From an optimization exercise on the open Yosys and OpenROAD flow, aimed at small area and a short achievable clock period; shortcuts taken in it are not production practice.
In this exercise RTL edits were held to simulation tests only and were not proved equivalent to the original.
The clock port is modelled as an ideal driver; clocking choices that lean on that would not hold on a real chip.
Power and IR drop assume default switching activity.

// FP16_add
module FP16_add #(
    parameter C0 = 0,    
    parameter C1 = 1,    
    parameter C2 = 1,    
    parameter C3 = 1,    
    parameter C4 = 1,    
    parameter C5 = 1     
)(
    input wire [15:0]data1,
    input wire [15:0]data2,
    input wire clk,
    input wire rst,
    input wire input_valid,
    output reg [15:0]data_o,
    output reg output_update
    );
    localparam NS = C0 + C1 + C2 + C3 + C4 + C5;
    reg [NS-1:0] vld;
    always @(posedge clk or posedge rst) begin
        if (rst) vld <= {NS{1'b0}};
        else     vld <= {vld[NS-2:0], input_valid};
    end
    always @(*) output_update = vld[NS-1];
    wire [15:0] a, b;
    generate if (C0) begin : g0
        reg [15:0] ra, rb;
        always @(posedge clk) begin ra <= data1; rb <= data2; end
        assign a = ra; assign b = rb;
    end else begin : p0
        assign a = data1; assign b = data2;
    end endgenerate
    wire [4:0] ea = a[14:10], eb = b[14:10];
    wire ovf_0 = (&a) | (&b);                  
    wire gt_0 = a[14:0] > b[14:0];             
    wire egt = ea > eb;
    wire [4:0] dab = ea - eb, dba = eb - ea;
    wire [4:0] d = egt ? dab : dba;            
    wire [4:0] eh_0 = egt ? ea : eb;           
    wire eq0 = ~(|ea) & ~(|eb);
    wire lowz_0 = ~eq0 & ~((|ea) & (|eb));
    wire [9:0] fa_1, fb_1; wire gt_1, sa_1, sb_1, lowz_1, ovf_1; wire [4:0] sh_1; wire [4:0] eh_1;
    generate if (C1) begin : g1
        reg [9:0] r_fa, r_fb; reg r_gt, r_sa, r_sb, r_lowz, r_ovf; reg [4:0] r_sh; reg [4:0] r_eh;
        always @(posedge clk) begin
            r_fa <= a[9:0]; r_fb <= b[9:0]; r_gt <= gt_0; r_sa <= a[15]; r_sb <= b[15];
            r_lowz <= lowz_0; r_sh <= d; r_eh <= eh_0; r_ovf <= ovf_0;
        end
        assign fa_1 = r_fa; assign fb_1 = r_fb; assign gt_1 = r_gt; assign sa_1 = r_sa; assign sb_1 = r_sb;
        assign lowz_1 = r_lowz; assign sh_1 = r_sh; assign eh_1 = r_eh; assign ovf_1 = r_ovf;
    end else begin : p1
        assign fa_1 = a[9:0]; assign fb_1 = b[9:0]; assign gt_1 = gt_0; assign sa_1 = a[15]; assign sb_1 = b[15];
        assign lowz_1 = lowz_0; assign sh_1 = d; assign eh_1 = eh_0; assign ovf_1 = ovf_0;
    end endgenerate
  ...
==> flow/config.mk <==
export PLATFORM = sky130hd
export DESIGN_NAME = FP16_add
export DESIGN_NICKNAME = FP16_add
export VERILOG_FILES = /design/flow/design.v
export SDC_FILE = /design/flow/constraint.sdc
export NUM_CORES = 4
export LEC_CHECK = 0
export ABC_AREA = 1
export CAP_MARGIN = 20
export CORE_MARGIN = 2
export CORE_UTILIZATION = 40
export PLACE_DENSITY = 0.6
export SETUP_SLACK_MARGIN = 1.8
export SLEW_MARGIN = 20
==> flow/constraint.sdc <==
create_clock -name core_clock -period 4.0 [get_ports {clk}]
set_input_delay 0.8000 -clock core_clock [delete_from_list [all_inputs] [get_ports {clk}]]
set_output_delay 0.8000 -clock core_clock [all_outputs]
set_load 0.01 [all_outputs]
standard.sh (not shown) runs the stock make flow with config.mk's settings and CLKGATE_MAP_FILE= SYNTH_SCRIPT=/design/flow/synth_recipe.tcl, a recipe that flattens the netlist after the stock synthesis.
==> flow/flow/run.sh <==
#!/bin/bash
# Standard ORFS layout (the standard.sh) with three changes:
#  - port buffers use the smallest buffer cell instead of the delay cell
#    that buffer_ports picks by default;
#  - the clock tree is built from clkbuf_4 cells, without dummy loads;
#  - after CTS, flow/post_cts.tcl upsizes to clkbuf_8 the clock buffers
#    whose flip-flop clock pins see a slow slew.
# Each tool's full output stays in orfs/logs; make's output goes to
# standard_flow.log.
set -euo pipefail
export BUFFER_PORTS_ARGS="-buffer_cell sky130_fd_sc_hd__buf_1"
export CTS_ARGS="-sink_clustering_enable -repair_clock_nets -buf_list sky130_fd_sc_hd__clkbuf_4 -dont_use_dummy_load"
export POST_CTS_TCL="$PWD/flow/post_cts.tcl"
bash standard.sh finish > standard_flow.log 2>&1
==> flow/flow/post_cts.tcl <==
estimate_parasitics -placement
set my_up [dict create]
foreach pin [all_registers -clock_pins -edge_triggered] {
  set worst 0
  foreach edge {rise fall} {
    foreach an {min max} {
      set s [expr {[sta::time_ui_sta [get_property $pin slew_${an}_$edge]] * 1e12}]
      if {$s > $worst} { set worst $s }
    }
  }
  if {$worst > 100} {
    set net [get_nets -of_objects $pin]
    foreach drv [get_pins -of_objects $net -filter "direction==output"] {
      set inst [get_cells -of_objects $drv]
      if {[get_property $inst ref_name] eq "sky130_fd_sc_hd__clkbuf_4"} {
        dict set my_up [get_full_name $inst] 1
      }
    }
  }
}
foreach name [dict keys $my_up] {
  replace_cell [get_cells $name] sky130_fd_sc_hd__clkbuf_8
}
puts "post_cts: upsized [dict size $my_up] clock buffers"
if {[dict size $my_up] > 0} {
  detailed_placement
  check_placement -verbose
  estimate_parasitics -placement
}
The first run completed with no timing, DRC or antenna violations.
==> next run, changes <==
--- a/flow/config.mk
+++ b/flow/config.mk
@@ -11,4 +11,5 @@
 export CORE_UTILIZATION = 40
 export PLACE_DENSITY = 0.6
-export SETUP_SLACK_MARGIN = 1.8
+export SETUP_SLACK_MARGIN = 2.0
 export SLEW_MARGIN = 20
+export TNS_END_PERCENT = 0
Effect:
- The changed run went through all stages and came out clean
- non-clock buffer count went up by 10
- critical path depth went up by 4
- total power went up by about 2.2%
- global-route usage barely changes
- routed wire length went up by 1.2%
- setup slack is better by 0.074 ns
- final area went up by 2.2%

FP16_add, a different RTL version from the one above (not shown whole).
For scale: about 830 cells after synthesis, roughly 52 I/O pins, roughly 7000 um^2 of cells after synthesis.
clock: 4.0 ns
lec_check: 0
abc_area: 1
cap_margin: 20
core_margin: 2
core_utilization: 40
place_density: 0.6
slew_margin: 20
run.sh (not shown) runs the stock make flow with config.mk's settings and CLKGATE_MAP_FILE= SYNTH_SCRIPT=/design/flow/synth_recipe.tcl, a recipe that flattens the netlist after the stock synthesis.
Stock flow here: none of the scripts above is used.
==> next run, changes <==
- SETUP_SLACK_MARGIN: default -> 1.4
Worst setup slack is better by 0.18 ns; cell count goes up by about 0.54%; combinational power goes up by about 2%; die area stays the same; fmax went up by 7.4%.
==> next run, changes <==
- CTS_BUF_LIST: default -> sky130_fd_sc_hd__clkbuf_4 sky130_fd_sc_hd__clkbuf_8
- SETUP_SLACK_MARGIN: 1.4 -> 1.8
Worst hold slack improves by 0.0038 ns.
Power is lower by 0.84%.
Register-to-register slack improves by 0.18 ns.
Routed wire length is higher by 4.3%.
Setup slack improves by 0.18 ns.
==> next run, changes <==
- CTS_BUF_LIST: sky130_fd_sc_hd__clkbuf_4 sky130_fd_sc_hd__clkbuf_8 -> default
After rerunning:
- sequential power is about the same
- power went up by 7.7%
- worst setup slack is better by 0.011 ns
- via count is higher by 0.59%
- design area rises by 2.6%

run 1:
FP16_add with an RTL version that a note above also has.
Size: roughly 130 flip-flops, roughly 52 I/O pins.
clock: 4.0 ns
lec_check: 0
abc_area: 1
cap_margin: 0
core_margin: 2
core_utilization: 40
place_density: 0.6
setup_slack_margin: 2.2
slew_margin: 0
tns_end_percent: 0
standard.sh (not shown) runs the stock make flow with config.mk's settings and CLKGATE_MAP_FILE= SYNTH_SCRIPT=/design/flow/synth_recipe.tcl, a recipe that flattens the netlist after the stock synthesis.
Scripts as last shown in full above: flow/flow/run.sh, flow/flow/post_cts.tcl
## Diff of input files: run 2 against run 1
- SLEW_MARGIN: 0 -> 20
- CAP_MARGIN: 0 -> 20
- CORE_UTILIZATION: 40 -> 60
- PLACE_DENSITY: 0.6 -> 0.7
## What came out
Count of buffering cells on the critical path with inverters included in run 2 is 3 lower than in run 1. Run 1 and run 2 ended up with nearly the same clock network latency to the later pin of the worst-skew pair. Looking at static leakage, run 2 sits 0.017 nW lower than run 1 does.
--- input diff run 2..run 3 ---
- PLACE_DENSITY: 0.7 -> 0.6
- CORE_UTILIZATION: 60 -> 40
- SETUP_SLACK_MARGIN: 2.2 -> 2.4
diff --git a/flow/flow/run.sh b/flow/flow/run.sh
--- a/flow/flow/run.sh
+++ b/flow/flow/run.sh
@@ -2 +2,4 @@
-# Standard ORFS layout (the standard.sh) with three changes:
+# Standard ORFS layout (the standard.sh) with these changes:
+#  - synthesis leaves adders to ABC instead of mapping them onto the
+#    library's ripple full/half-adder cells (ADDER_MAP_FILE left empty);
+#    registers are mapped exactly as in the standard synthesis;
@@ -5 +8,2 @@
-#  - the clock tree is built from clkbuf_4 cells, without dummy loads;
+#  - the clock tree is built from clkbuf_4 cells below a clkbuf_16 root,
+#    without dummy loads;
@@ -12 +16 @@
-export CTS_ARGS="-sink_clustering_enable -repair_clock_nets -buf_list sky130_fd_sc_hd__clkbuf_4 -dont_use_dummy_load"
+export CTS_ARGS="-sink_clustering_enable -repair_clock_nets -buf_list sky130_fd_sc_hd__clkbuf_4 -root_buf sky130_fd_sc_hd__clkbuf_16 -dont_use_dummy_load"
@@ -14 +18 @@
-bash standard.sh finish > standard_flow.log 2>&1
+bash standard.sh ADDER_MAP_FILE= finish > standard_flow.log 2>&1
### Flow results
Run 3 finished all stages; the layout is clean.
Comparing run 3 with run 2, the post-synthesis sequential area ratio came out essentially unchanged.
Looking at sequential share of layout area across run 2 and run 3, the one that comes out higher is run 2.
Run 3 ended up with a lower global routing usage on met3 than run 2 did.
Power delta (run 3 -> run 2): insignificant
Synthesized instance count for run 3: 110 up relative to run 2
When run 3 is measured against run 2, its power share of the clock group turns out 1.3 points higher.
Changes in run 4 relative to run 3:
- SETUP_SLACK_MARGIN now 2.0, was 2.4
- TNS_END_PERCENT no longer set, was 0
==> flow/flow/run.sh <==
#!/bin/bash
# Standard ORFS layout (the standard.sh) with three changes:
#  - port buffers use the smallest buffer cell instead of the delay cell
#    that buffer_ports picks by default;
#  - the clock tree is built from clkbuf_4 cells, without dummy loads;
#  - after CTS, flow/post_cts.tcl upsizes to clkbuf_8 the clock buffers
#    whose flip-flop clock pins see a slow slew.
# Each tool's full output stays in orfs/logs; make's output goes to
# standard_flow.log.
set -euo pipefail
export BUFFER_PORTS_ARGS="-buffer_cell sky130_fd_sc_hd__buf_1"
export CTS_ARGS="-sink_clustering_enable -repair_clock_nets -buf_list sky130_fd_sc_hd__clkbuf_4 -dont_use_dummy_load"
export POST_CTS_TCL="$PWD/flow/post_cts.tcl"
bash standard.sh finish > standard_flow.log 2>&1
Notes after the runs:
Sequential power: run 3 vs run 4 — no meaningful difference
Diff run 3..run 4 | pin count of the biggest net entering global routing | unchanged
Run 4 against run 3: minimum clock period after layout now larger; first-pass GRT wire length down 6.5%; final design instance area without fill -about 5%; number of signal-net inverters in the final layout lower; number of flip-flops and latches comparable.
Run 3 and run 4 ended up with roughly the same share of cell area taken by muxes after synthesis.
From run 3 to run 4 the numbers moved as follows: routed wire length went down, die footprint did not really move.
[inputs] run 5 vs run 4
- TNS_END_PERCENT: unset -> 0
- SETUP_SLACK_MARGIN: 2.0 -> 2.7
Notes after the runs:
Of run 5 and run 4, it is run 5 that has the lower relative slew slack. Number of global-route vias before repair: run 5 < run 4. Measured against each other, run 5 and run 4 differ in worst setup slack, the higher figure coming from run 5. In the reports for run 5 and run 4, the larger largest incremental delay on the critical path belongs to run 5. Run 5 vs. run 4: met1 track utilization from global routing went down by 0.34 points. Going from run 4 to run 5, the portion of the layout cell area used by non-clock buffers was found to have gone down by 1.1 points.

== build 57 ==
The RTL this note starts from:
==> flow/design.v <==
module FP16_add #(
    parameter C0 = 0,    
    parameter C1 = 1,    
    parameter C2 = 1,    
    parameter C3 = 1,    
    parameter C4 = 1,    
    parameter C5 = 1     
)(
    input wire [15:0]data1,
    input wire [15:0]data2,
    input wire clk,
    input wire rst,
    input wire input_valid,
    output reg [15:0]data_o,
    output reg output_update
    );
    localparam NS = C0 + C1 + C2 + C3 + C4 + C5;
    reg [NS-1:0] vld;
    always @(posedge clk or posedge rst) begin
        if (rst) vld <= {NS{1'b0}};
        else     vld <= {vld[NS-2:0], input_valid};
    end
    always @(*) output_update = vld[NS-1];
    wire [15:0] a, b;
    generate if (C0) begin : g0
        reg [15:0] ra, rb;
        always @(posedge clk) begin ra <= data1; rb <= data2; end
        assign a = ra; assign b = rb;
    end else begin : p0
        assign a = data1; assign b = data2;
    end endgenerate
    wire [4:0] ea = a[14:10], eb = b[14:10];
    wire ovf_0 = (&a) | (&b);                  
    wire gt_0 = a[14:0] > b[14:0];             
    wire egt = ea > eb;
    wire [4:0] dab = ea - eb, dba = eb - ea;
    wire [4:0] d = egt ? dab : dba;            
    wire [4:0] eh_0 = egt ? ea : eb;           
    wire eq0 = ~(|ea) & ~(|eb);
    wire lowz_0 = ~eq0 & ~((|ea) & (|eb));
    wire [9:0] fa_1, fb_1; wire gt_1, sa_1, sb_1, lowz_1, ovf_1; wire [4:0] sh_1; wire [4:0] eh_1;
    generate if (C1) begin : g1
        reg [9:0] r_fa, r_fb; reg r_gt, r_sa, r_sb, r_lowz, r_ovf; reg [4:0] r_sh; reg [4:0] r_eh;
        always @(posedge clk) begin
            r_fa <= a[9:0]; r_fb <= b[9:0]; r_gt <= gt_0; r_sa <= a[15]; r_sb <= b[15];
            r_lowz <= lowz_0; r_sh <= d; r_eh <= eh_0; r_ovf <= ovf_0;
        end
        assign fa_1 = r_fa; assign fb_1 = r_fb; assign gt_1 = r_gt; assign sa_1 = r_sa; assign sb_1 = r_sb;
        assign lowz_1 = r_lowz; assign sh_1 = r_sh; assign eh_1 = r_eh; assign ovf_1 = r_ovf;
    end else begin : p1
        assign fa_1 = a[9:0]; assign fb_1 = b[9:0]; assign gt_1 = gt_0; assign sa_1 = a[15]; assign sb_1 = b[15];
        assign lowz_1 = lowz_0; assign sh_1 = d; assign eh_1 = eh_0; assign ovf_1 = ovf_0;
    end endgenerate
    wire [9:0] fh_1 = gt_1 ? fa_1 : fb_1;
    wire [9:0] fl_1 = gt_1 ? fb_1 : fa_1;
    wire sgn_1 = gt_1 ? sa_1 : sb_1;
    wire sub_1 = sa_1 ^ sb_1;
    wire zall_1 = ~(|eh_1) & ~gt_1;
    wire [22:0] low23 = {2'b01, fl_1, 11'd0} >> sh_1[3:0];
    wire drop_1 = lowz_1 | (sh_1 > 5'd12);
    wire [12:0] al_1 = drop_1 ? 13'd0 : low23[21:9];
    wire st_1 = ~drop_1 & (|low23[8:0]);
    wire [13:0] lx_1 = {al_1, st_1} ^ {14{sub_1}};
    wire [5:0] eh1_1 = ({1'b0, eh_1} + 6'd1) | {6{ovf_1}};
    wire [13:0] lx_2; wire [5:0] eh1_2; wire [9:0] fh_2; wire sgn_2, sub_2, zall_2;
    generate if (C2) begin : g2
        reg [13:0] r_lx; reg [5:0] r_eh1; reg [9:0] r_fh; reg r_sgn, r_sub, r_zall;
        always @(posedge clk) begin
            r_lx <= lx_1; r_eh1 <= eh1_1; r_fh <= fh_1; r_sgn <= sgn_1; r_sub <= sub_1; r_zall <= zall_1;
        end
        assign lx_2 = r_lx; assign eh1_2 = r_eh1; assign fh_2 = r_fh;
        assign sgn_2 = r_sgn; assign sub_2 = r_sub; assign zall_2 = r_zall;
    end else begin : p2
        assign lx_2 = lx_1; assign eh1_2 = eh1_1; assign fh_2 = fh_1;
        assign sgn_2 = sgn_1; assign sub_2 = sub_1; assign zall_2 = zall_1;
    end endgenerate
    wire [14:0] hf = {2'b01, fh_2, 3'd0};
    wire [14:0] s_2 = hf + {sub_2, lx_2} + {14'd0, sub_2};
    wire [14:0] s_3; wire [5:0] eh1_3; wire sgn_3, zall_3;
    generate if (C3) begin : g3
        reg [14:0] r_s; reg [5:0] r_eh1; reg r_sgn, r_zall;
        always @(posedge clk) begin
            r_s <= s_2; r_eh1 <= eh1_2; r_sgn <= sgn_2; r_zall <= zall_2;
        end
        assign s_3 = r_s; assign eh1_3 = r_eh1; assign sgn_3 = r_sgn; assign zall_3 = r_zall;
    end else begin : p3
        assign s_3 = s_2; assign eh1_3 = eh1_2; assign sgn_3 = sgn_2; assign zall_3 = zall_2;
    end endgenerate
    wire [11:0] t = s_3[14:3];
    wire nz2 = |t[11:8], nz1 = |t[7:4], nz0 = |t[3:0];
    wire [1:0] q2 = {~t[11] & ~t[10], ~t[11] & (t[10] | ~t[9])};
    wire [1:0] q1 = {~t[7] & ~t[6], ~t[7] & (t[6] | ~t[5])};
    wire [1:0] q0 = {~t[3] & ~t[2], ~t[3] & (t[2] | ~t[1])};
    wire [1:0] qf = nz2 ? q2 : nz1 ? q1 : q0;
    wire [3:0] lz = {~nz2 & ~nz1, ~nz2 & nz1, qf};
    wire [14:0] n1 = nz2 ? s_3 : nz1 ? {s_3[10:0], 4'd0} : {s_3[6:0], 8'd0};
    wire [14:0] n4 = n1 << qf;
    wire [9:0] m_3 = n4[13:4];                 
    wire rnd_3 = n4[3] & (n4[4] | (|n4[2:0]));
    wire [6:0] e0_3 = {1'b0, eh1_3} - {3'd0, lz};
    wire z_3 = zall_3 | ~(nz2 | nz1 | nz0);    
    wire [9:0] m_4; wire rnd_4, z_4; wire [6:0] e0_4; wire sgn_4;
    generate if (C4) begin : g4
        reg [9:0] r_m; reg r_rnd, r_z; reg [6:0] r_e0; reg r_sgn;
        always @(posedge clk) begin
            r_m <= m_3; r_rnd <= rnd_3; r_e0 <= e0_3; r_sgn <= sgn_3; r_z <= z_3;
        end
        assign m_4 = r_m; assign rnd_4 = r_rnd; assign e0_4 = r_e0; assign sgn_4 = r_sgn; assign z_4 = r_z;
    end else begin : p4
        assign m_4 = m_3; assign rnd_4 = rnd_3; assign e0_4 = e0_3; assign sgn_4 = sgn_3; assign z_4 = z_3;
    end endgenerate
    reg [9:0] mr;
    integer j;
    always @(*)
        for (j = 0; j < 10; j = j + 1)
            mr[j] = m_4[j] ^ (rnd_4 & (&(m_4 | ~((10'd1 << j) - 10'd1))));
    wire c = rnd_4 & (&m_4);                   
    wire ones = &e0_4[4:0];
    wire ovf = (e0_4[6:5] == 2'b01) | (c & ones & (e0_4[6:5] == 2'b00));
    wire neg = e0_4[6] & ~(c & ones);
    wire [4:0] ef = e0_4[4:0] + {4'd0, c};
    wire [15:0] res = ovf ? 16'hffff : (z_4 | neg) ? 16'h0000 : {sgn_4, ef, mr};
    generate if (C5) begin : g5
        reg [15:0] r_o;
        always @(posedge clk) r_o <= res;
        always @(*) data_o = r_o;
    end else begin : p5
        always @(*) data_o = res;
    end endgenerate
endmodule
Settings: LEC_CHECK=0, ABC_AREA=1, CAP_MARGIN=20, CORE_MARGIN=2, CORE_UTILIZATION=40, GPL_ROUTABILITY_DRIVEN=0, GPL_TIMING_DRIVEN=0, PLACE_DENSITY=0.6, SETUP_SLACK_MARGIN=2.2, SLEW_MARGIN=20, TNS_END_PERCENT=0; clock period 4.0 ns.
==> flow/flow/run.sh <==
#!/bin/bash
# Standard ORFS layout (the standard.sh) with these changes:
#  - synthesis leaves adders to ABC instead of mapping them onto the
#    library's ripple full/half-adder cells (ADDER_MAP_FILE left empty);
#    registers are mapped exactly as in the standard synthesis;
#  - port buffers use the smallest buffer cell instead of the delay cell
#    that buffer_ports picks by default;
#  - the clock tree is built from clkbuf_4 cells, without dummy loads;
#  - after CTS, flow/post_cts.tcl upsizes to clkbuf_8 the clock buffers
#    whose flip-flop clock pins see a slow slew.
# Each tool's full output stays in orfs/logs; make's output goes to
# standard_flow.log.
set -euo pipefail
export BUFFER_PORTS_ARGS="-buffer_cell sky130_fd_sc_hd__buf_1"
export CTS_ARGS="-sink_clustering_enable -repair_clock_nets -buf_list sky130_fd_sc_hd__clkbuf_4 -dont_use_dummy_load"
export POST_CTS_TCL="$PWD/flow/post_cts.tcl"
bash standard.sh ADDER_MAP_FILE= finish > standard_flow.log 2>&1
Scripts as last shown in full above: flow/flow/post_cts.tcl
Build 57 did not stop at any stage, and its layout met the timing, design-rule and antenna checks.
Changes in build 82 relative to build 57:
==> flow/flow/run.sh <==
#!/bin/bash
# Standard ORFS layout (the standard.sh) with these changes:
#  - synthesis leaves adders to ABC instead of mapping them onto the
#    library's ripple full/half-adder cells (ADDER_MAP_FILE left empty);
#    registers are mapped exactly as in the standard synthesis;
#  - port buffers use the smallest buffer cell instead of the delay cell
#    that buffer_ports picks by default;
#  - the clock tree is built from clkbuf_4 cells below a clkbuf_8 root,
#    without dummy loads;
#  - after CTS, flow/post_cts.tcl upsizes to clkbuf_8 the clock buffers
#    whose flip-flop clock pins see a slow slew.
# Each tool's full output stays in orfs/logs; make's output goes to
# standard_flow.log.
set -euo pipefail
export BUFFER_PORTS_ARGS="-buffer_cell sky130_fd_sc_hd__buf_1"
export CTS_ARGS="-sink_clustering_enable -repair_clock_nets -buf_list sky130_fd_sc_hd__clkbuf_4 -root_buf sky130_fd_sc_hd__clkbuf_8 -dont_use_dummy_load"
export POST_CTS_TCL="$PWD/flow/post_cts.tcl"
bash standard.sh ADDER_MAP_FILE= finish > standard_flow.log 2>&1
-- flow/config.mk --
<<< build 57, line 10
export CORE_MARGIN = 2
export CORE_UTILIZATION = 40
export GPL_ROUTABILITY_DRIVEN = 0
export GPL_TIMING_DRIVEN = 0
export PLACE_DENSITY = 0.6
export SETUP_SLACK_MARGIN = 2.2
export SLEW_MARGIN = 20
export TNS_END_PERCENT = 0
>>> build 82, line 10
export CORE_MARGIN = 2
export CORE_UTILIZATION = 40
export PLACE_DENSITY = 0.6
export SETUP_SLACK_MARGIN = 2.4
export SLEW_MARGIN = 20
export TNS_END_PERCENT = 0
[summary]
Compared with build 57, length of routed met2 wiring in build 82 increased by more than 10%.
Going from build 57 to build 82, the routed wire length was found to have gone up by about 6.4%.
input port to flop as the class of the most critical setup path was reported by build 82, and flop to output pin by build 57.
Re worst-case setup margin in the final layout: build 57 was lower than build 82.
For build 57, the cell at the slowest stage of the critical path was sky130_fd_sc_hd__dfrtp_1, unlike build 82, where it was sky130_fd_sc_hd__a21oi_1.
Taking build 57 as the reference, in build 82 maximum number of pins on one net before global-route repair saw an increase; number of tap cells added at floorplan saw little to no change; fraction of met2 tracks used by global routing saw an increase.
The following lists how build 63 was set up differently from build 82:
==> flow/flow/run.sh <==
#!/bin/bash
# Standard ORFS layout (the standard.sh) with these changes:
#  - synthesis leaves adders to ABC instead of mapping them onto the
#    library's ripple full/half-adder cells (ADDER_MAP_FILE left empty);
#    registers are mapped exactly as in the standard synthesis;
#  - port buffers use the smallest buffer cell instead of the delay cell
#    that buffer_ports picks by default;
#  - the clock tree is built from clkbuf_4 cells, without dummy loads;
#  - after CTS, flow/post_cts.tcl upsizes to clkbuf_8 the clock buffers
#    whose flip-flop clock pins see a slow slew.
# Each tool's full output stays in orfs/logs; make's output goes to
# standard_flow.log.
set -euo pipefail
export BUFFER_PORTS_ARGS="-buffer_cell sky130_fd_sc_hd__buf_1"
export CTS_ARGS="-sink_clustering_enable -repair_clock_nets -buf_list sky130_fd_sc_hd__clkbuf_4 -dont_use_dummy_load"
export POST_CTS_TCL="$PWD/flow/post_cts.tcl"
bash standard.sh ADDER_MAP_FILE= finish > standard_flow.log 2>&1
-- flow/config.mk --
<<< build 82, line 11
export CORE_UTILIZATION = 40
export PLACE_DENSITY = 0.6
export SETUP_SLACK_MARGIN = 2.4
export SLEW_MARGIN = 20
export TNS_END_PERCENT = 0
>>> build 63, line 11
export CORE_UTILIZATION = 40
export PLACE_DENSITY = 0.6
export SETUP_SLACK_MARGIN = 2.2
export SLEW_MARGIN = 20
export TNS_END_PERCENT = 0
- Per the final summary, build 63 finished and its layout is clean on timing, DRC and antenna.
- On worst vdd rail ir drop, the higher figure sits with build 82, not build 63.
- Summary: cell area after layout, build 63 better than build 82
- Core utilization ended up 3.8 points lower on build 63 than on build 82.
- Compared build 63 vs build 82, and signed area change from the synthesized netlist to the final layout is down in build 63.
- Clock share of power: build 63 higher than build 82
- Diff build 82 -> build 63: number of antenna cells inserted moved up, number of remaining DRC errors saw little to no change, cell depth of the worst setup path lower, first-iteration DRC count now smaller.
- Count of placed standard cells in the final layout, fillers left out was higher in the run labelled build 82.
For build 74, these inputs were changed with respect to build 63:
==> flow/flow/run.sh <==
#!/bin/bash
# Standard ORFS layout (the standard.sh) with three changes:
#  - port buffers use the smallest buffer cell instead of the delay cell
#    that buffer_ports picks by default;
#  - the clock tree is built from clkbuf_4 cells, without dummy loads;
#  - after CTS, flow/post_cts.tcl upsizes to clkbuf_8 the clock buffers
#    whose flip-flop clock pins see a slow slew.
# Each tool's full output stays in orfs/logs; make's output goes to
# standard_flow.log.
set -euo pipefail
export BUFFER_PORTS_ARGS="-buffer_cell sky130_fd_sc_hd__buf_1"
export CTS_ARGS="-sink_clustering_enable -repair_clock_nets -buf_list sky130_fd_sc_hd__clkbuf_4 -dont_use_dummy_load"
export POST_CTS_TCL="$PWD/flow/post_cts.tcl"
bash standard.sh finish > standard_flow.log 2>&1
[summary]
Diff build 63 -> build 74 | count of plain and timing-repair buffers | up by more than a quarter. The core utilization of build 74 is higher than that of build 63. Final estimated routing congestion in global placement grows by a little under 10% when moving from build 63 to build 74. Reg-to-reg setup timing slack in build 74 is 160 ps below build 63. Between build 74 and build 63, the count of clock-buffer cells in the layout does not differ in any meaningful way. Number of signal-net inverters in the final layout | build 74 below build 63.
Input-level comparison between build 75 and build 74:
==> flow/flow/run.sh <==
#!/bin/bash
# Standard ORFS layout (the standard.sh) with these changes:
#  - synthesis leaves adders to ABC instead of mapping them onto the
#    library's ripple full/half-adder cells (ADDER_MAP_FILE left empty);
#    registers are mapped exactly as in the standard synthesis;
#  - port buffers use the smallest buffer cell instead of the delay cell
#    that buffer_ports picks by default;
#  - the clock tree is built from clkbuf_4 cells, without dummy loads;
#  - after CTS, flow/post_cts.tcl upsizes to clkbuf_8 the clock buffers
#    whose flip-flop clock pins see a slow slew.
# Each tool's full output stays in orfs/logs; make's output goes to
# standard_flow.log.
set -euo pipefail
export BUFFER_PORTS_ARGS="-buffer_cell sky130_fd_sc_hd__buf_1"
export CTS_ARGS="-sink_clustering_enable -repair_clock_nets -buf_list sky130_fd_sc_hd__clkbuf_4 -dont_use_dummy_load"
export POST_CTS_TCL="$PWD/flow/post_cts.tcl"
bash standard.sh ADDER_MAP_FILE= finish > standard_flow.log 2>&1
-- flow/config.mk --
<<< build 74, line 10
export CORE_MARGIN = 2
export CORE_UTILIZATION = 40
export PLACE_DENSITY = 0.6
export SETUP_SLACK_MARGIN = 2.2
export SLEW_MARGIN = 20
>>> build 75, line 10
export CORE_MARGIN = 2
export CORE_UTILIZATION = 40
export PLACE_DENSITY = 0.8
export SETUP_SLACK_MARGIN = 2.2
export SLEW_MARGIN = 20
==> results.txt <==
- Build 74 vs build 75, capture point of the critical path: g4.r_e0[6] vs output_update
- Summary of build 75 over build 74: final net count climbed about 5.4%, final setup slack of the worst path went up, die outline area held, relative contribution of sequential cells to total power climbed 1.8 points.
- Looking at top contributor to total power, the combinational cells result is from build 74; the sequential cells one comes from build 75.

[static timing again, ports no longer ideal]
Ports are ideal in the flow. The routed layouts listed here were re-timed in OpenROAD. Step 1 assumes that a clkbuf_16 drives the clock port and a buf_2 every other input. Step 2 moves the port delays by t, midway between the first and last clock arrival at a register: inputs arrive t later, outputs are due t later. That takes back most of the time a late clock gives input paths. Three values: ideal, step 1, step 2; two values: the first two.
run | t, ns | slack for setup (ns) | worst register clock-pin slew, ns
the first run of note 1 | 0.541 | 1.917 / 1.927 / 1.391 | 0.09 / 0.09
the second run of note 1 | 0.548 | 1.991 / 1.991 / 1.544 | 0.09 / 0.09
the first run of note 2 | 0.457 | 1.389 / 1.389 / 1.389 | 0.07 / 0.07
the second run of note 2 | 0.456 | 1.568 / 1.568 / 1.568 | 0.07 / 0.07
the third run of note 2 | 0.473 | 1.747 / 1.747 / 1.747 | 0.09 / 0.09
the fourth run of note 2 | 0.457 | 1.757 / 1.757 / 1.757 | 0.07 / 0.07
run 1 | 0.549 | 2.055 / 2.055 / 1.564 | 0.09 / 0.09
run 2 | 0.544 | 1.966 / 1.966 / 1.572 | 0.09 / 0.09
run 3 | 0.382 | 2.291 / 2.302 / 1.921 | 0.09 / 0.09
run 4 | 0.546 | 2.018 / 2.018 / 1.545 | 0.09 / 0.09
run 5 | 0.549 | 2.055 / 2.055 / 1.564 | 0.09 / 0.09
build 57 | 0.582 | 2.176 / 2.141 / 1.778 | 0.09 / 0.09
build 82 | 0.435 | 2.284 / 2.272 / 1.866 | 0.09 / 0.09
build 63 | 0.546 | 2.194 / 2.158 / 1.744 | 0.09 / 0.09
build 74 | 0.549 | 2.055 / 2.055 / 1.564 | 0.09 / 0.09
build 75 | 0.557 | 2.202 / 2.170 / 1.693 | 0.10 / 0.10
After both steps setup and hold are still met in every run listed. For the first run of note 1, which loses most, drivers alone change the setup slack by +0.010 ns; drivers and shift together by -0.526 ns.
